Source: an optimization exercise on an open RTL-to-GDS flow (aim: small area and a short achievable clock period). Production flows keep margins and buffers that such runs may drop. At most, simulation tests tie the RTL to the original design; equivalence was not proved.

Design alu, start of the top module:
module alu (
    input               i_clk,
    input               i_rst_n,
    input               i_valid,
    input signed [11:0] i_data_a,
    input signed [11:0] i_data_b,
    input        [2:0]  i_inst,
    output              o_valid,
    output       [11:0] o_data,
    output              o_overflow
);
For scale: roughly 760 cells after synthesis, ~44 I/O pins, roughly 0.0067 mm² of cells after synthesis.
export LEC_CHECK = 0
export CAP_MARGIN = 20
export CORE_MARGIN = 2
export CORE_UTILIZATION = 40
export SETUP_SLACK_MARGIN = 4.3
export SLEW_MARGIN = 20
create_clock -name core_clock -period 10.0 [get_ports {i_clk}]
standard.sh (not shown) runs the stock make flow with config.mk's settings and CLKGATE_MAP_FILE= SYNTH_SCRIPT=/design/flow/synth_recipe.tcl, a recipe that flattens the netlist after the stock synthesis.
==> flow/flow/run.sh <==
#!/bin/bash
# The standard layout, with two changes: the port buffers are buf_2 cells, and
# after synthesis flow/fapol.py flips full-adder cells (a full adder is
# self-dual) where that removes inverters between them. Registers are untouched.
set -euo pipefail
export BUFFER_PORTS_ARGS="-buffer_cell sky130_fd_sc_hd__buf_2"
R=orfs/results/sky130hd/alu/base
bash standard.sh synth > synth.log 2>&1
python3 flow/fapol.py $R/1_2_yosys.v > fapol.log 2>&1
rm -f $R/1_synth.odb $R/1_synth.sdc
bash standard.sh > standard.log 2>&1
Other scripts of this flow, unchanged in this note and not shown: flow/flow/fapol.py
Edit:
--- a/flow/design.v
+++ b/flow/design.v
@@ -4,36 +4,38 @@
     input               i_valid,
     input signed [11:0] i_data_a,
     input signed [11:0] i_data_b,
     input        [2:0]  i_inst,
     output              o_valid,
     output       [11:0] o_data,
     output              o_overflow
 );
 reg  [18:0] x_r, y_r;
-reg         o_valid_r, ovf_r, abs_r, mac_r;
+reg         o_valid_r, ovf_r, abs_r, mac_r, run_r;
+wire [11:0] o_data_w;
 wire [11:0] lo   = {1'b0, x_r[10:0]} + {1'b0, y_r[10:0]};
 wire        c16  = lo[11];
 wire        p11  = x_r[11] ^ y_r[11];
 wire        g11  = x_r[11] & y_r[11];
 wire [6:0]  hx   = x_r[18:12], hy = y_r[18:12];
 wire [6:0]  hp   = hx ^ hy;
 wire [6:0]  ho   = hx | hy;
 wire [6:0]  ha   = hx & hy;
 wire        e0   = ~hp[0] & (&(hp[6:1] ~^ ho[5:0]));                    
 wire        e127 =  hp[0] & (&(hp[6:1] ~^ ~ha[5:0]));                   
 wire        e126 = ~hp[0] & (hp[1] ~^ ~ho[0]) & (&(hp[6:2] ~^ ~ha[5:1]));   
 wire        eq_c0 = g11 ? e127 : (p11 ? e127 : e0);
 wire        eq_c1 = (g11 | p11) ? (p11 ? e127 : e126) : e127;
 wire        m_ov  = ~(c16 ? eq_c1 : eq_c0);
-assign o_data     = {p11 ^ c16, lo[10:0]};
+assign o_data_w   = {p11 ^ c16, lo[10:0]};
 assign o_valid    = o_valid_r;
-assign o_overflow = (m_ov & ~abs_r) | ovf_r;
+assign o_data     = o_data_w & {12{run_r}};
+assign o_overflow = (m_ov & ~abs_r & run_r) | ovf_r;
 wire        is_mul    = (i_inst[2:1] == 2'b01);
 wire        is_mac    = (i_inst == 3'b011);
 wire        is_abs    = (i_inst == 3'b111);
 wire        mul_en    = i_valid & is_mul;
 wire        addsub_en = i_valid & (i_inst[2:1] == 2'b00);
 wire        mean_en   = i_valid & (i_inst == 3'b110);
 wire        acc_en    = mac_r & (is_mac | ~i_valid);
 wire        ovf_old   = mac_r & (m_ov | ovf_r);
 wire        sa   = i_data_a[11], sb = i_data_b[11];
@@ -46,19 +48,19 @@
   case (i_inst)
     3'b000:  oth = i_data_b;
     3'b001:  oth = ~i_data_b;                       
     3'b100:  oth = ~(i_data_a ^ i_data_b);
     3'b101:  oth = sa ? 12'd0 : i_data_a;
     3'b110:  oth = {sb, i_data_b[11:1]};            
     default: oth = a_ge ? ra : rb;                  
   endcase
 end
-wire [11:0] row   = acc_en ? o_data : (oth & {12{i_valid & ~is_mul}});
+wire [11:0] row   = acc_en ? o_data_w : (oth & {12{i_valid & ~is_mul}});
 wire        row_c = i_valid & ((i_inst == 3'b001) | (is_abs & (a_ge ? sa : sb)));
 wire        rnd   = mean_en ? i_data_b[0] : 1'b1;
 wire one1;
 wire two2;
 wire neg3;
 wire pp4;
 wire pp5;
 wire pp6;
 wire pp7;
@@ -553,30 +555,32 @@
 assign c244 = (c236 & s241) | (c238 & (c236 ^ s241));
 assign s245 = 1'b1 ^ pp79 ^ pp93;
 assign c246 = (1'b1 & pp79) | (pp93 & (1'b1 ^ pp79));
 assign s247 = c242 ^ s245;
 assign c248 = c242 & s245;
 assign s249 = pp80 ^ pp94 ^ c246;
 assign c250 = (pp80 & pp94) | (c246 & (pp80 ^ pp94));
 assign s251 = 1'b1 ^ pp95;
 assign c252 = 1'b1 & pp95;
+always @(posedge i_clk) begin
+  x_r <= {1'b1, pp96, s251, c248, s247, s243, c234, c224, s223, c204, s203, c180, c168, c156, c146, c136, c128, c120, c114};
+  y_r <= {1'b0, c252, c250, s249, c244, c240, s239, s233, c214, s213, c192, s191, s179, s167, s155, s145, s135, s127, s119};
+end
 always @(posedge i_clk or negedge i_rst_n) begin
   if (~i_rst_n) begin
     o_valid_r <= 1'b0;
-    x_r       <= 19'd0;
-    y_r       <= 19'd0;
+    run_r     <= 1'b0;
     ovf_r     <= 1'b0;
     abs_r     <= 1'b0;
     mac_r     <= 1'b0;
   end else begin
     o_valid_r <= i_valid;
-    x_r       <= {1'b1, pp96, s251, c248, s247, s243, c234, c224, s223, c204, s203, c180, c168, c156, c146, c136, c128, c120, c114};
-    y_r       <= {1'b0, c252, c250, s249, c244, c240, s239, s233, c214, s213, c192, s191, s179, s167, s155, s145, s135, s127, s119};
+    run_r     <= 1'b1;
     abs_r     <= is_abs;
     if (i_valid) begin
       mac_r <= is_mac;
       ovf_r <= is_mac & ovf_old;
     end else begin
       ovf_r <= ovf_old;
     end
   end
 end
Effect: Cell area decreases slightly. Area after synthesis decreases slightly. Die area decreases slightly. Flip-flop and latch count stays the same. Critical path depth is higher by 2. Sequential share of layout area came out lower by 2.3 points.
Function not checked in the second run of this note: the RTL went through the layout flow alone.

[separate check: timing with driven ports]
In the flow no input, the clock included, has a driving cell. The finished layouts below were timed again as built, in two steps.
Step 1 assumes that a clkbuf_16 drives the clock port and a buf_2 every other input.
Step 2 adds t to the input delays and takes it off the output delays; t is the mean of the earliest and latest rising clock arrival at the registers after step 1. Input paths then give back, and output paths get back, about the clock's delay inside the block.
a / b / c = no drivers / after step 1 / after step 2; a / b = the first two.
run	shift t [ns]	slack for setup (ns)	hold slack, ns	worst setup path at the end	clock arrival spread, ns
the first run	0.331	4.436 / 4.420 / 4.089	0.528 / 0.528 / 0.528	input to register	0.012 / 0.011
the second run	0.324	4.447 / 4.458 / 4.134	0.545 / 0.545 / 0.545	input to register	0.011 / 0.011
After both steps setup and hold are still met in every run listed. The setup slack of the first run, which loses most, moves by -0.016 ns with the drivers and by -0.347 ns with both steps.
